This is an optimization exercise on Yosys and OpenROAD, whose aim is small area, a short achievable clock period and few clock cycles, not a production implementation. In this exercise RTL edits were held to simulation tests only and were not proved equivalent to the original. Power is estimated from default activity; no workload was simulated.

[run.sh]
#!/bin/bash
# synth_recipe.tcl (not shown) runs the flow's synth.tcl, then flattens the netlist and writes it again
# the make line also repeats each setting of config.mk as NAME=value (left out here)
make -C /OpenROAD-flow-scripts/flow DESIGN_CONFIG=/design/flow/config.mk WORK_HOME=/design/flow/orfs CLKGATE_MAP_FILE= SYNTH_SCRIPT=/design/flow/synth_recipe.tcl finish
[config.mk]
export PLATFORM = sky130hd
export DESIGN_NAME = Riscv151
export DESIGN_NICKNAME = Riscv151
export VERILOG_FILES = /design/flow/design.v
export SDC_FILE = /design/flow/constraint.sdc
export NUM_CORES = 4
export LEC_CHECK = 0
export CAP_MARGIN = 20
export CORE_MARGIN = 2
export CORE_UTILIZATION = 40
export SLEW_MARGIN = 20
[constraint.sdc]
create_clock -name core_clock -period 11.0 [get_ports {clk}]
set_input_delay 2.2000 -clock core_clock [delete_from_list [all_inputs] [get_ports {clk}]]
set_output_delay 2.2000 -clock core_clock [all_outputs]
set_load 0.01 [all_outputs]
[design.v]
`timescale 1ns/1ns
module REGISTER(q, d, clk);
  parameter N = 1;
  output reg [N-1:0] q;
  input [N-1:0]      d;
  input 	     clk;
  always @(posedge clk)
    q <= d;
endmodule  
module REGISTER_CE(q, d, ce, clk);
  parameter N = 1;
  output reg [N-1:0] q;
  input [N-1:0]      d;
  input 	      ce, clk;
  always @(posedge clk)
    if (ce) q <= d;
endmodule  
module REGISTER_R(q, d, rst, clk);
  parameter N = 1;
  parameter INIT = {N{1'b0}};
  output reg [N-1:0] q;
  input [N-1:0]      d;
  input 	      rst, clk;
  always @(posedge clk)
    if (rst) q <= INIT;
    else q <= d;
endmodule  
module REGISTER_R_CE(q, d, rst, ce, clk);
  parameter N = 1;
  parameter INIT = {N{1'b0}};
  output reg [N-1:0] q;
  input [N-1:0]      d;
  input 	      rst, ce, clk;
  always @(posedge clk)
    if (rst) q <= INIT;
    else if (ce) q <= d;
endmodule  
module ALU(
    input [31:0] A,B,
    input [3:0] ALUop,
    output reg [31:0] Out
);
reg [31:0] out_internal;
always @(*) begin
    case (ALUop)
        4'd0: out_internal = A + B;     
        4'd1: out_internal = A - B;    
        4'd2: out_internal = A & B;    
        4'd3: out_internal = A | B;     
        4'd4: out_internal = A ^ B;    
        4'd5: out_internal = ($signed(A) < $signed(B)) ? 32'b1 : 32'b0;    
        4'd6: out_internal = (A < B) ? 32'b1 : 32'b0;
        4'd7: out_internal = A << B[4:0];    
        4'd8: out_internal = $signed(A) >>> B[4:0];    
        4'd9: out_internal = A >> B[4:0];   
        4'd10: out_internal = B;
        4'd11: out_internal = A;
        4'd15: out_internal = 32'b0;
        default: out_internal = 32'd0;     
    endcase
end
assign Out = out_internal;
endmodule
module ALUdec(
  input [6:0]       opcode,
  input [2:0]       funct,
  input             add_rshift_type,
  output reg [3:0]  ALUop
);
always @(*) begin
  ALUop = 4'd15;
  case(opcode)
    7'b0110111: ALUop = 4'd10;
    7'b0010111: ALUop = 4'd0;
    7'b1100011: ALUop = 4'd0;
    7'b0000011: ALUop = 4'd0;
    7'b0100011: ALUop = 4'd0;
    7'b1100111: ALUop = 4'd0;
    7'b1101111: ALUop = 4'd0;
    7'b0110011, 7'b0010011: begin
      case(funct)
        3'b000: begin
          if (add_rshift_type == 1'b0 || opcode == 7'b0010011) begin
            ALUop = 4'd0;
          end else if (add_rshift_type == 1'b1) begin
            ALUop = 4'd1;
          end
        end
        3'b001: ALUop = 4'd7;
        3'b010: ALUop = 4'd5;
        3'b011: ALUop = 4'd6;
        3'b101: begin
          if (add_rshift_type == 1'b1) begin
            ALUop = 4'd8;
          end else if (add_rshift_type == 1'b0) begin
            ALUop = 4'd9;
          end
        end
        3'b100: ALUop = 4'd4;
        3'b110: ALUop = 4'd3;
        3'b111: ALUop = 4'd2;
      endcase
    end
    7'b1110011: case (funct)
      3'b001: ALUop = 4'd11;
      3'b101: ALUop = 4'd10;
      default: ALUop = 4'd15;
    endcase
    default: ALUop = 4'd15;
  endcase
end
endmodule
module branch_comp (
  input unsigned_comparison,
  input [31:0] A,
  input [31:0] B,
  output less_than,
  output equal
);
  assign equal = A == B;
  assign less_than = unsigned_comparison ? A < B : $signed(A) < $signed(B);
endmodule
module BranchControl (
    input [31:0] A, B,
    input [2:0] funct3,
    output condition_true
);
    wire test_less, unsigned_comparison, inv, is_less_than, is_equal;
    assign {test_less, unsigned_comparison, inv} = funct3;
    assign condition_true = inv ^ (test_less ? is_less_than : is_equal);
    branch_comp bc (
        .unsigned_comparison(unsigned_comparison),
        .A(A),
        .B(B),
        .less_than(is_less_than),
        .equal(is_equal)
    );
endmodule
module Decoder (
    input [31:0] instr,
    output [6:0] opcode,
    output [2:0] funct3,
    output [4:0] rd, rs1, rs2,
    output [6:0] funct7,
    output [31:0] imm
);
    wire [31:12] immui;
    wire [20:1] immjal;
    wire [12:1] immbr;
    wire [11:0] immi;
    wire [11:0] imms;
    assign {funct7, rs2, rs1, funct3, rd, opcode} = instr;
    assign immui = instr[31:12];
    assign {immjal[20], immjal[10:1], immjal[11], immjal[19:12]} = instr[31:12];
    assign immi = instr[31:20];
    assign {immbr[12], immbr[10:5]} = instr[31:25];
    assign {immbr[4:1], immbr[11]} = instr[11:7];
    assign imms = {instr[31:25], instr[11:7]};
    assign imm = ((opcode == 7'b0110111) | opcode == 7'b0010111) ? {immui, 12'b0}
        : (opcode == 7'b1101111) ? {{11{immjal[20]}}, immjal, 1'b0}
        : (opcode == 7'b1100011) ? {{19{immbr[12]}}, immbr, 1'b0}
        : (opcode == 7'b0100011) ? {{20{imms[11]}}, imms}
        : (
            (opcode == 7'b1100111) 
            | (opcode == 7'b0000011) 
            | (opcode == 7'b0010011)
        ) ? {{20{immi[11]}}, immi}
        : (opcode == 7'b1110011) ? {{27{1'b0}}, rs1}
        : 32'd0;
endmodule
module DecodeRead (
    input [31:0] instr,
    output [3:0] alu_op,
    output is_jump, is_branch,
    output [2:0] funct3,
    output a_sel_reg, b_sel_reg,
    output reg_we, mem_we, mem_rr,
    output [4:0] rd,
    output [4:0] rs1, rs2,
    output [31:0] imm,
    output bubble, csr_write
);
    wire [6:0] opcode, funct7;
    wire add_rshift_type;
    Decoder decoder(
        instr,
        opcode,
        funct3,
        rd, rs1, rs2,
        funct7,
        imm
    );
    wire s2_bubble, s3_bubble;
    ALUdec alu_dec(opcode, funct3, add_rshift_type, alu_op);
    assign add_rshift_type = funct7[5];
    assign is_jump = (opcode == 7'b1101111) | (opcode == 7'b1100111) | (opcode == 7'b1100011);
    assign is_branch = opcode == 7'b1100011;
    assign a_sel_reg = (opcode == 7'b1101111 || opcode == 7'b0010111 || opcode ==7'b1100011) ? 1'b0 
        : (opcode == 7'b0100011 || opcode == 7'b0000011 || opcode == 7'b0110011 
            || opcode == 7'b0010011 || opcode == 7'b1110011 || opcode == 7'b1100111) ? 1'b1
        : 1'b0;
    assign b_sel_reg = (opcode == 7'b0110011) ? 1'b1 
        : (opcode == 7'b0110111 || opcode == 7'b0010111 || opcode == 7'b1101111 || opcode == 7'b1110011
            || opcode == 7'b1100011 || opcode == 7'b0000011 || opcode == 7'b1100111
            || opcode == 7'b0100011 || opcode == 7'b0010011) ? 1'b0
        : 1'b0;
    assign reg_we = (opcode == 7'b0110111) | (opcode == 7'b0010111) | (opcode == 7'b1101111) | (opcode == 7'b1100111) | (opcode == 7'b0000011) | (opcode == 7'b0010011)
        | (opcode == 7'b0110011);
    assign mem_we = opcode == 7'b0100011;
    assign mem_rr = opcode == 7'b0000011;
    assign csr_write = opcode == 7'b1110011;
endmodule
module Execute (
    input [31:0] pc, reg_A, reg_B, imm, previous, writeback,
    input [3:0] alu_op,
    input is_jump, is_branch,
    input [2:0] funct3,
    input [4:0] rs1, rs2, prev_rd, wb_rd,
    input mem_we,
    input prev_reg_we, wb_reg_we,
    input prev_mem_rr, wb_mem_rr,
    input a_sel_reg, 
    input b_sel_reg, 
    output bubble, do_jump,
    output [31:0] result, store_data, jump_target
);
    wire [31:0] A, B, forwarded_A, forwarded_B;
    wire forward_A_alu, forward_B_alu, forward_A_wb, forward_B_wb;
    wire prev_bubble, wb_bubble;
    wire condition_true;
    assign A = a_sel_reg ? forwarded_A : pc;
    assign B = b_sel_reg ? forwarded_B : imm;
    assign forwarded_A = forward_A_alu ? previous : forward_A_wb ? writeback : reg_A;
    assign forwarded_B = forward_B_alu ? previous : forward_B_wb ? writeback : reg_B;
    assign forward_A_alu = rs1 == prev_rd && prev_rd != 5'd0 && prev_reg_we;
    assign forward_B_alu = rs2 == prev_rd && prev_rd != 5'd0 && prev_reg_we;
    assign forward_A_wb = rs1 == wb_rd && wb_rd != 5'd0 && wb_reg_we;
    assign forward_B_wb = rs2 == wb_rd && wb_rd != 5'd0 && wb_reg_we;
    assign do_jump = is_jump && (!is_branch || condition_true);
    assign jump_target = A + B;
    assign store_data = forwarded_B;
    assign prev_bubble = prev_mem_rr && prev_reg_we && (((a_sel_reg || is_branch) && rs1 != 5'd0 && rs1 == prev_rd) || ((b_sel_reg || mem_we || is_branch) && rs2 != 5'd0 && rs2 == prev_rd));
    assign wb_bubble = wb_mem_rr && wb_reg_we && (((a_sel_reg || is_branch) && rs1 != 5'd0 && rs1 == wb_rd) || ((b_sel_reg || mem_we || is_branch) && rs2 != 5'd0 && rs2 == wb_rd));
    assign bubble = prev_bubble || wb_bubble;
    ALU alu(A, B, alu_op, result);
    BranchControl bc(forwarded_A, forwarded_B, funct3, condition_true);
endmodule
module Store (
    input [31:0] addr, value,
    input [2:0] funct3,
    input we,
    output reg [3:0] bwe,
    output reg [31:0] write_out
);
    always @(*) begin
        case (funct3)
            3'b000: begin
                bwe = {3'b000, we} << addr[1:0];
                write_out = (32'h000000FF & value) << {addr[1:0], 3'b000};
            end
            3'b001: begin
                bwe = {4{we}} & 4'b0011 << {addr[1], 1'b0};
                write_out = (32'h0000FFFF & value) << {addr[1], 4'b0000};
            end
            3'b010: begin
                bwe = {4{we}} & 4'b1111;
                write_out = value;
            end
            default: begin
                bwe = 4'b0000;
                write_out = 32'd0;
            end
        endcase
    end
endmodule
module MemoryAccess (
    input mem_we,
    input [2:0] funct3,
    input [31:0] alu_result,
    output [3:0] bwe,
    output [31:0] dcache_addr, dcache_din,
    input [31:0] data
);
    wire [31:0] address;
    assign address = alu_result;
    assign dcache_addr = {address[31:2], 2'b00};
    Store store_unit(
        .addr(address), .value(data),
        .funct3(funct3),
        .we(mem_we),
        .bwe(bwe),
        .write_out(dcache_din)
    );
endmodule
module ld (
  input [31:0] mem_address,
  input [31:0] mem_output,
  input [2:0] funct3,
  output [31:0] load_out
);
  reg [31:0] out_internal;
  wire [1:0] offset;
  assign offset = mem_address[1:0];
  always @(*) begin
    case (funct3)
      3'b001: begin
        case (offset)
          2'b00: out_internal = { {16{ mem_output[15] }}, mem_output[15:0] };
          2'b01: out_internal = { {16{ mem_output[23] }}, mem_output[23:8] };
          2'b10, 2'b11: out_internal = { {16{ mem_output[31] }}, mem_output[31:16] };
        endcase
      end
      3'b000: begin
        case (offset)
          2'b00: out_internal = { {24{ mem_output[7]  }}, mem_output[7:0] };
          2'b01: out_internal = { {24{ mem_output[15] }}, mem_output[15:8] };
          2'b10: out_internal = { {24{ mem_output[23] }}, mem_output[23:16] };
          2'b11: out_internal = { {24{ mem_output[31] }}, mem_output[31:24] };
        endcase
      end
      3'b101: begin
        case (offset)
          2'b00: out_internal = { 16'b0, mem_output[15:0] };
          2'b01: out_internal = { 16'b0, mem_output[23:8] };
          2'b10, 2'b11: out_internal = { 16'b0, mem_output[31:16] };
        endcase
      end
      3'b100: begin
        case (offset)
          2'b00: out_internal = { 24'b0, mem_output[7:0] };
          2'b01: out_internal = { 24'b0, mem_output[15:8] };
          2'b10: out_internal = { 24'b0, mem_output[23:16] };
          2'b11: out_internal = { 24'b0, mem_output[31:24] };
        endcase
      end
      3'b010: out_internal = mem_output;
      default: out_internal = mem_output;
    endcase
  end
  assign load_out = out_internal;
endmodule
module Writeback (
  input [31:0] pc,
  input [31:0] alu_result,
  input [31:0] dcache_dout,
  input [2:0] funct3,
  input reg_we, mem_rr, do_jump,
  output [31:0] writeback, internal_wb
);
  wire jalr;
  wire [31:0] masked_load;
  ld mask (
    .mem_address(alu_result),
    .mem_output(dcache_dout),
    .funct3(funct3),
    .load_out(masked_load)
  );
  assign jalr = reg_we & do_jump;
  assign writeback = jalr ? pc + 32'd4
    : mem_rr ? masked_load
    : alu_result;
  assign internal_wb = jalr ? pc + 32'd4 : alu_result;
endmodule
module StallHandler (
    input clk, stall, reset,
    input [31:0] in,
    output [31:0] out
);
    reg [31:0] prev_in;
    reg prev_stall, occupied;
    assign out = occupied && prev_stall ? prev_in : in;
    always @(posedge clk) begin
        if (reset) begin
            occupied <= 1'b0;
            prev_stall <= 1'b0;
        end else if (stall && !prev_stall) begin
            prev_in <= in;
            occupied <= 1'b1;
        end
        prev_stall <= stall;
    end
endmodule
module Regfile (
    input clk,
    input stall,
    input we,   
    input [4:0] ra1, ra2, wa,  
    input [4:0] prev_ra1, prev_ra2,
    input [31:0] wd,  
    output [31:0] rd1, rd2  
);
    reg saved_stall, saved_did_write, forward_A, forward_B;
    reg [31:0] A, B, A_stall, B_stall, prev_wd;
    reg [31:0] registers [31:1];
    assign rd1 = saved_did_write && forward_A ? prev_wd : saved_stall ? A_stall : A;
    assign rd2 = saved_did_write && forward_B ? prev_wd : saved_stall ? B_stall : B;
    always @(posedge clk) begin
        A <= ra1 == 5'd0 ? 32'd0 : registers[ra1];
        B <= ra2 == 5'd0 ? 32'd0 :  registers[ra2];
        A_stall <= prev_ra1 == 5'd0 ? 32'd0 : registers[prev_ra1];
        B_stall <= prev_ra2 == 5'd0 ? 32'd0 : registers[prev_ra2];
        forward_A <= (stall ? wa == prev_ra1 : wa == ra1);
        forward_B <= (stall ? wa == prev_ra2 : wa == ra2);
        saved_stall <= stall;
        saved_did_write <= we && wa != 5'd0;
        if (we && wa != 5'd0) begin
            registers[wa] <= wd;
            prev_wd <= wd;
        end
    end
endmodule
module ProgramCounter (
	input clk, reset, stall,
	input pc_select,
	input [31:0] alu_result,
	output [31:0] pc
);
	wire [31:0] next_pc;
	assign next_pc = (pc_select & !reset) ? {alu_result[31:2], 2'b00} : pc + 32'd4;
	REGISTER_R_CE #(
		.N(32),
		.INIT(32'h00002000)
	) pc_register (
		.q(pc),
		.d(next_pc),
		.clk(clk),
		.rst(reset),
		.ce(!stall)
	);
endmodule
module Riscv151(
    input clk,
    input reset,
    output [31:0] dcache_addr,
    output [31:0] icache_addr,
    output [3:0] dcache_we,
    output dcache_re,
    output icache_re,
    output [31:0] dcache_din,
    input [31:0] dcache_dout,
    input [31:0] icache_dout,
    input icache_req_ready, icache_resp_valid,
    input dcache_req_ready, dcache_resp_valid,
    output [31:0] csr
);
  reg prev_reset;
  wire [2:0] funct3_1, funct3_2, funct3_3, funct3_4;
  wire [31:0] next_pc;
  wire [31:0] pc_0;
  wire [31:0] pc_1;
  wire [31:0] pc_2;
  wire [31:0] pc_3;
  wire [31:0] pc_4;
  wire [31:0] instruction_0, instruction_1;
  wire [31:0] mem_out;
  wire do_jump_2, do_jump_3, do_jump_4;
  wire [31:0] jump_target;
  wire reg_we_1, reg_we_2, reg_we_3, reg_we_4;
  wire mem_we_1, mem_we_2, mem_we_3;
  wire mem_rr_1, mem_rr_2, mem_rr_3, mem_rr_4;
  wire [4:0] rd_1, rd_2, rd_3, rd_4;
  wire [4:0] rs1_1, rs1_2;
  wire [4:0] rs2_1, rs2_2, rs2_3;
  wire [31:0] reg_A_2, reg_B_2;
  wire [31:0] imm_1, imm_2;
  wire [31:0] writeback, internal_wb;
  wire [3:0] alu_op_1, alu_op_2;
  wire a_sel_reg_1, a_sel_reg_2;
  wire b_sel_reg_1, b_sel_reg_2;
  wire is_jump_1, is_jump_2;
  wire is_branch_1, is_branch_2;
  wire csr_write_1, csr_write_2, csr_write_3, csr_write_4;
  wire [31:0] alu_result_2, alu_result_3, alu_result_4;
  wire [31:0] store_data_2, store_data_3;
  wire bubble;
  wire pc_stall, icache_stall, dcache_stall;
  reg waiting_for_dcache, waiting_for_icache;
  assign icache_re = !pc_stall && !do_jump_2;
  assign icache_stall = !icache_resp_valid & waiting_for_icache || !icache_req_ready;
  assign dcache_stall = !dcache_req_ready & (mem_rr_3 | mem_we_3) || !dcache_resp_valid & waiting_for_dcache;
  assign pc_stall = bubble || icache_stall || dcache_stall;
  assign icache_addr = next_pc;
  assign dcache_re = mem_rr_3 && !dcache_stall;
  Regfile regfile(
    .clk(clk),
    .stall(pc_stall),
    .we(reg_we_4),
    .ra1(rs1_1), .ra2(rs2_1), .wa(rd_4),
    .prev_ra1(rs1_2), .prev_ra2(rs2_2),
    .wd(writeback),
    .rd1(reg_A_2), .rd2(reg_B_2)
  );
  REGISTER_R_CE#(.N(32)) tohost(
    .clk(clk), .rst(reset),
    .ce(csr_write_4),
    .q(csr),
    .d(internal_wb)
  );
  ProgramCounter pc(
    clk, reset, pc_stall,
    do_jump_2,
    jump_target,
    next_pc
  );
  REGISTER_R_CE#(.N(32), .INIT(32'h13)) instruction_0_1_buffer(
    .clk(clk), .rst(reset || prev_reset || (do_jump_2 | do_jump_3) & !pc_stall),
    .ce(!pc_stall),
    .q(instruction_1),
    .d(instruction_0)
  );
  REGISTER_R_CE#(.N(32)) pc_next_0_buffer(
    .clk(clk), .rst(reset),
    .ce(!pc_stall),
    .q(pc_0),
    .d(next_pc)
  );
  REGISTER_R_CE#(.N(32)) pc_0_1_buffer(
    .clk(clk), .rst(reset),
    .ce(!pc_stall),
    .q(pc_1),
    .d(pc_0)
  );
  REGISTER_R_CE#(.N(32)) pc_1_2_buffer(
    .clk(clk), .rst(reset),
    .ce(!pc_stall),
    .q(pc_2),
    .d(pc_1)
  );
  REGISTER_R_CE#(.N(32)) pc_2_3_buffer(
    .clk(clk), .rst(reset),
    .ce(!dcache_stall),
    .q(pc_3),
    .d(pc_2)
  );
  REGISTER_R_CE#(.N(32)) pc_3_4_buffer(
    .clk(clk), .rst(reset),
    .ce(!dcache_stall),
    .q(pc_4),
    .d(pc_3)
  );
  REGISTER_R_CE#(.N(5)) rs1_buffer_1_2(
    .clk(clk), .rst(reset),
    .ce(!pc_stall),
    .q(rs1_2),
    .d(rs1_1)
  );
  REGISTER_R_CE#(.N(5)) rs2_buffer_1_2(
    .clk(clk), .rst(reset),
    .ce(!pc_stall),
    .q(rs2_2),
    .d(rs2_1)
  );
  REGISTER_R_CE#(.N(5)) rs2_buffer_2_3(
    .clk(clk), .rst(reset),
    .ce(!dcache_stall),
    .q(rs2_3),
    .d(rs2_2)
  );
  REGISTER_R_CE#(.N(32)) result_2_3_buffer(
    .clk(clk), .rst(reset),
    .ce(!dcache_stall),
    .q(alu_result_3),
    .d(alu_result_2)
  );
  REGISTER_R_CE#(.N(32)) result_3_4_buffer(
    .clk(clk), .rst(reset),
    .ce(!dcache_stall),
    .q(alu_result_4),
    .d(alu_result_3)
  );
  REGISTER_R_CE#(.N(32)) store_data_buffer(
    .clk(clk), .rst(reset),
    .ce(!dcache_stall),
    .q(store_data_3),
    .d(store_data_2)
  );
  REGISTER_R_CE#(.N(6)) flags_buffer_1_2(
    .clk(clk), .rst(reset || (do_jump_2 | do_jump_3 | do_jump_4) & !pc_stall),
    .ce(!pc_stall),
    .q({reg_we_2, csr_write_2, mem_we_2, mem_rr_2, is_jump_2, is_branch_2}),
    .d({reg_we_1, csr_write_1, mem_we_1, mem_rr_1, is_jump_1, is_branch_1})
  );
  REGISTER_R_CE#(.N(5)) flags_buffer_2_3(
    .clk(clk), .rst(reset || (pc_stall | do_jump_3) & !dcache_stall),
    .ce(!dcache_stall & !icache_stall),
    .q({reg_we_3, csr_write_3, mem_rr_3, mem_we_3, do_jump_3}),
    .d({reg_we_2, csr_write_2, mem_rr_2, mem_we_2, do_jump_2})
  );
  REGISTER_R_CE#(.N(2)) reg_we_flags_buffer_3_4(
    .clk(clk), .rst(reset || dcache_stall & mem_rr_4 & !waiting_for_dcache || dcache_stall & !mem_rr_4),
    .ce(!dcache_stall),
    .q({reg_we_4, csr_write_4}),
    .d({reg_we_3, csr_write_3})
  );
  REGISTER_R_CE#(.N(2)) meta_flags_buffer_3_4(
    .clk(clk), .rst(reset),
    .ce(!dcache_stall),
    .q({do_jump_4, mem_rr_4}),
    .d({do_jump_3, mem_rr_3})
  );
  REGISTER_R_CE#(.N(3)) funct3_buffer_1_2(
    .clk(clk), .rst(1'b0),
    .ce(!pc_stall),
    .q(funct3_2),
    .d(funct3_1)
  );
  REGISTER_R_CE#(.N(3)) funct3_buffer_2_3(
    .clk(clk), .rst(1'b0),
    .ce(!dcache_stall),
    .q(funct3_3),
    .d(funct3_2)
  );
  REGISTER_R_CE#(.N(3)) funct3_buffer_3_4(
    .clk(clk), .rst(1'b0),
    .ce(!dcache_stall),
    .q(funct3_4),
    .d(funct3_3)
  );
  REGISTER_R_CE#(.N(4)) alu_op_buffer_1_2(
    .clk(clk), .rst(1'b0),
    .ce(!pc_stall),
    .q(alu_op_2),
    .d(alu_op_1)
  );
  REGISTER_R_CE#(.N(2)) select_buffer_1_2(
    .clk(clk), .rst(reset || (do_jump_2 | do_jump_3 | do_jump_4) & !pc_stall),
    .ce(!pc_stall),
    .q({a_sel_reg_2, b_sel_reg_2}),
    .d({a_sel_reg_1, b_sel_reg_1})
  );
  REGISTER_R_CE#(.N(32)) imm_buffer_1_2(
    .clk(clk), .rst(1'b0),
    .ce(!pc_stall),
    .q(imm_2),
    .d(imm_1)
  );
  REGISTER_R_CE#(.N(5)) rd_buffer_1_2(
    .clk(clk), .rst(reset),
    .ce(!pc_stall),
    .q(rd_2),
    .d(rd_1)
  );
  REGISTER_R_CE#(.N(5)) rd_buffer_2_3(
    .clk(clk), .rst(reset),
    .ce(!dcache_stall),
    .q(rd_3),
    .d(rd_2)
  );
  REGISTER_R_CE#(.N(5)) rd_buffer_3_4(
    .clk(clk), .rst(reset),
    .ce(!dcache_stall),
    .q(rd_4),
    .d(rd_3)
  );
  StallHandler sh (
    clk, bubble, reset,
    icache_dout, instruction_0
  );
  assign mem_out = dcache_dout;
  DecodeRead stage1(
      .instr(instruction_1),
      .alu_op(alu_op_1),
      .is_jump(is_jump_1),
      .is_branch(is_branch_1),
      .funct3(funct3_1),
      .a_sel_reg(a_sel_reg_1), .b_sel_reg(b_sel_reg_1),
      .reg_we(reg_we_1), .mem_we(mem_we_1), .mem_rr(mem_rr_1),
      .rd(rd_1), .rs1(rs1_1), .rs2(rs2_1),
      .imm(imm_1),
      .csr_write(csr_write_1)
  );
  Execute stage2(
    .pc(pc_2), .reg_A(reg_A_2), .reg_B(reg_B_2),
    .imm(imm_2), .previous(alu_result_3), .writeback(internal_wb),
    .alu_op(alu_op_2),
    .is_jump(is_jump_2), .is_branch(is_branch_2),
    .funct3(funct3_2),
    .rs1(rs1_2), .rs2(rs2_2), .prev_rd(rd_3), .wb_rd(rd_4),
    .mem_we(mem_we_2),
    .prev_mem_rr(mem_rr_3),
    .wb_mem_rr(mem_rr_4),
    .prev_reg_we(reg_we_3),
    .wb_reg_we(reg_we_4),
    .a_sel_reg(a_sel_reg_2), .b_sel_reg(b_sel_reg_2),
    .bubble(bubble),
    .do_jump(do_jump_2),
    .result(alu_result_2), .store_data(store_data_2),
    .jump_target(jump_target)
  );
  MemoryAccess stage3 (
    .mem_we(mem_we_3),
    .funct3(funct3_3),
    .alu_result(alu_result_3),
    .bwe(dcache_we),
    .dcache_addr(dcache_addr),
    .data(store_data_3), .dcache_din(dcache_din)
  );
  Writeback stage4 (
    .pc(pc_4),
    .alu_result(alu_result_4),
    .funct3(funct3_4),
    .reg_we(reg_we_4), .mem_rr(mem_rr_4), .do_jump(do_jump_4),
    .dcache_dout(mem_out),
    .writeback(writeback), .internal_wb(internal_wb)
  );
  always @(posedge clk) begin
    prev_reset <= reset;
    if (reset) begin
      waiting_for_dcache <= 1'b0;
      waiting_for_icache <= 1'b0;
    end else begin
      if (dcache_re && !dcache_stall) begin
        waiting_for_dcache <= 1'b1;
      end else if (dcache_resp_valid) begin
        waiting_for_dcache <= 1'b0;
      end
      if (icache_re && !icache_stall && !dcache_stall) begin
        waiting_for_icache <= 1'b1;
      end else if (icache_resp_valid) begin
        waiting_for_icache <= 1'b0;
      end
    end
  end
endmodule
==> metrics.cfg <==
[grt]
grt_pass1_wl_um = 628200
overflow = 0
grt_max_degree = 179
grt_usage_pct = 35.48
antenna_found_initial = 24
first_global_vias = 77277

[placed_design]
portBuffers = 199
dpl.hpwl_um = 302400
gp_congestion = 1.091

[worst_setup_path]
cp_max_fo = 39
slowest_delay_ps = 890
cp-startpoint = rd_buffer_3_4.q[4]$_SDFFE_PP0N_
path_cells = or3_1, o31ai_4, inv_2, nand3_2, a22oi_1, a21oi_1, ha_1, and4_1, a31oi_1, nor2b_1, a31o_2, o211ai_1, o211ai_1, or4b_2, nand3_2, nand2_1, inv_1, clkdlybuf4s50_1
required_ps = 8800
worstSetupStartpointType = flop
reg2reg_depth = 18
cp_top_family = simple AND/OR/NAND/NOR gates
end_kind = output port
cp.arrival_ps = 7800
crit_buf_inv = 3
worstSetupPathDepth = 18
crit_path_top_delay_cell = nand3_2
reg2reg_from = rd_buffer_3_4.q[4]$_SDFFE_PP0N_
crit_type = flop to output port

[synth]
synth_area_leaders = edfxtp_1, mux4_2, dfxtp_1
synth-seq-cells = 1620
synth_common_cells = edfxtp_1, mux4_2, nand2_1
avgSynthCellArea_um2 = 12.13
synth-main-ff-cell = edfxtp_1
synth_area_leader_cell = edfxtp_1
synth_most_common_cell = edfxtp_1
synth_edf_count = 1101
syn_area_um2 = 99790
async_flop_share_pct = 0
synth.distinct_cells = 101
yosysWarnings = 16
yosysSeqAreaShare_pct = 43.54
syn_inst = 8225
netlist.area_leader.share_pct = 33.13

[clocking]
clock_latency_ps = 890
cts_setup_buffers = 0
cts_resized = 0
cts_max_path_buffers = 3
ctsHoldBuffers = 0
path_clk_slew_ps = 60
cts_buffers = 184
htreeDepth = 4
cts_tree = done
cts.sinks = 1620
clock-root-buffer = clkbuf_16

[floorplan]
core_um2 = 248400
dieArea_um2 = 253500
die_w_um = 503.5
initial_core_util_pct = 40.17
std_cell_rows = 183
dieHeight_um = 503.5
io_pins = 204

[drt]
drc_errors = 0
wl_per_cell_um = 39.49
ant_nets = 0
vias = 80595
drt_iter0_drc = 12113
drtPass1Iterations = 9
routed_via_density = 6.936
wirelength_um = 458800

[worst_hold_path]
hold_path_depth = 2
hp-start = pc_2_3_buffer.q[20]$_SDFFE_PP0N_
worstHoldPathType = flop to flop

[timing]
finalHoldViolations = 0
rsz0062_at_grt = no
min_period_over_period_pct = 90.92
tightest_slew_ps = 1288
min_period_ps = 10000
skew_ps = 91.38
slew_violations = 0
slew_headroom_pct = 14.13
finalSetupViolCount = 0
setup_tns_ps = 0
fmax_mhz = 99.99

[outcome]
status = timing/DRC/antenna clean

[cells_and_area]
drive_gt1_share_pct = 23.32
regArea_um2 = 43530
area_growth_pct = 12.39
nets = 8323
post-route-util_pct = 45.15
multiInputGateArea_um2 = 53270
nFillCells = 22394

[pwr]
peakVddDrop_mv = 0.1618
power_leakage_nw = 35.29
powerDensity_nw_per_um2 = 138.3

[run]
cap_viol_max_count = 0

## state kept, by name, summed over array words and instances (netlist names), 6 cells and up
register,cells
regfile.registers,992
imm_buffer_1_2.q,32
instruction_0_1_buffer.q,32
regfile.A,32
regfile.A_stall,32
regfile.B,32
regfile.B_stall,32
regfile.prev_wd,32
result_2_3_buffer.q,32
result_3_4_buffer.q,32
sh.prev_in,32
store_data_buffer.q,32
tohost.q,32
pc.pc_register.q,30
pc_0_1_buffer.q,30
pc_1_2_buffer.q,30
pc_2_3_buffer.q,30
pc_3_4_buffer.q,30
pc_next_0_buffer.q,30
flags_buffer_1_2.q,6
## layout by cell type (no fill, tap or decap), types with 61 or more instances in the layout
master           instances
a221oi_1               142
buf_4                  261
mux2i_1                499
nor3_1                 137
dfxtp_1                495
clkbuf_16              187
clkdlybuf4s50_1        198
a21oi_1                663
nor2_1                 545
mux4_2                1019
a211oi_1                72
nand3_1                136
nand2_1                770
a31oi_1                 61
o211ai_1                66
xnor2_1                 72
edfxtp_1              1101
nor2b_1                 61
o21ai_0                269
ha_1                   132
mux2_2                 142
inv_1                  159
## cells by family (layout without fill, tap and decap cells)
kind of cell | Yosys count | in the layout | share of synthesized area (%)
other | 1 | 11 | 0.003758
and+or+nand+nor | 1971 | 1971 | 8.708
adders and majority gates | 134 | 134 | 1.695
muxes | 1663 | 1663 | 29.65
xor gates and xnor gates | 89 | 89 | 0.7811
buffers and inverters | 941 | 995 | 3.793
AOI/OAI and AO/OA | 1806 | 1806 | 11.83
DFF | 1620 | 1620 | 43.54
## routing by layer
metal,GRT usage [%],vias up,wire length [um]
met3,9.317,1483,51820
met2,54.44,6044,205600
met4,24.44,16,37910
li1,-,32323,-
met5,0,-,136
met1,43.82,40729,163400
## power breakdown
group | switching (mW) | internal, mW | total (mW)
combinational | 1.66 | 0.747 | 2.40
clock | 2.76 | 3.61 | 6.36
sequential | 0.152 | 6.60 | 6.75
total | 4.56 | 11.0 | 15.5
## cell type report
type	count	share of cell area [%]
Sequential cell	1620	38.82
Antenna cell	7	0.01562
Timing Repair Buffer	476	3.812
Multi-Input combinational cell	5667	47.50
Clock buffer	244	4.559
Inverter	170	0.5745
Clock inverter	105	1.010
Tap cell	3330	3.715
## worst register-to-register path, delay by kind of cell (launching register included)
family          cells  cell delay [ps]
fa+ha+maj           1              460
compound gates      8             2820
simple gates        6             2420
flops               1              670
buf+inv             1              690
mux                 1              390
xor+xnor            1              980
## worst paths after layout
kind,end,slack (ps)
hold reg to reg,pc_3_4_buffer.q[20]$_SDFFE_PP0N_,400
hold / removal,pc_3_4_buffer.q[20]$_SDFFE_PP0N_,400
setup / recovery,icache_re,1000
setup reg to reg,result_2_3_buffer.q[25]$_SDFFE_PP0N_,2580
## metrics by stage
stage	instances	hold slack (ps)	power [mW]	worst slack, ps	instance area [um^2]
after floorplan	8228	406.4	8.091	4268	99800
after global placement	11261	442.1	9.189	1954	105800
after detailed placement	11261	444.4	9.182	1893	105800
after CTS	11610	394.3	15.46	1016	112100
after global routing	11613	419.2	15.83	634.7	112100
final	11619	395.5	15.52	999.2	112200
Testbench counts, summed over its fixed seeds: cycles 45,218.

==> separate check: timing with driven ports <==
The flow's constraints put no driver on any port. The routed layout listed below was extracted and timed again, unchanged, in two steps.
Step 1: set_driving_cell puts a clkbuf_16 on clk and a buf_2 on each other input, an assumption about the parent block.
Step 2 times the ports against the registers' clock, not the clock port: input delays grow and output delays shrink by t, the midpoint of the rising clock arrivals with the driver on.
a / b / c = no drivers / after step 1 / after step 2; a / b = the first two.
shift t [ns]: 0.932
setup WS [ns]: 0.999 / 0.909 / 1.841
worst setup path at the end: register to output
After both steps setup and hold are still met in this run. The setup slack of this run moves by -0.090 ns with the drivers and by +0.842 ns with both steps.
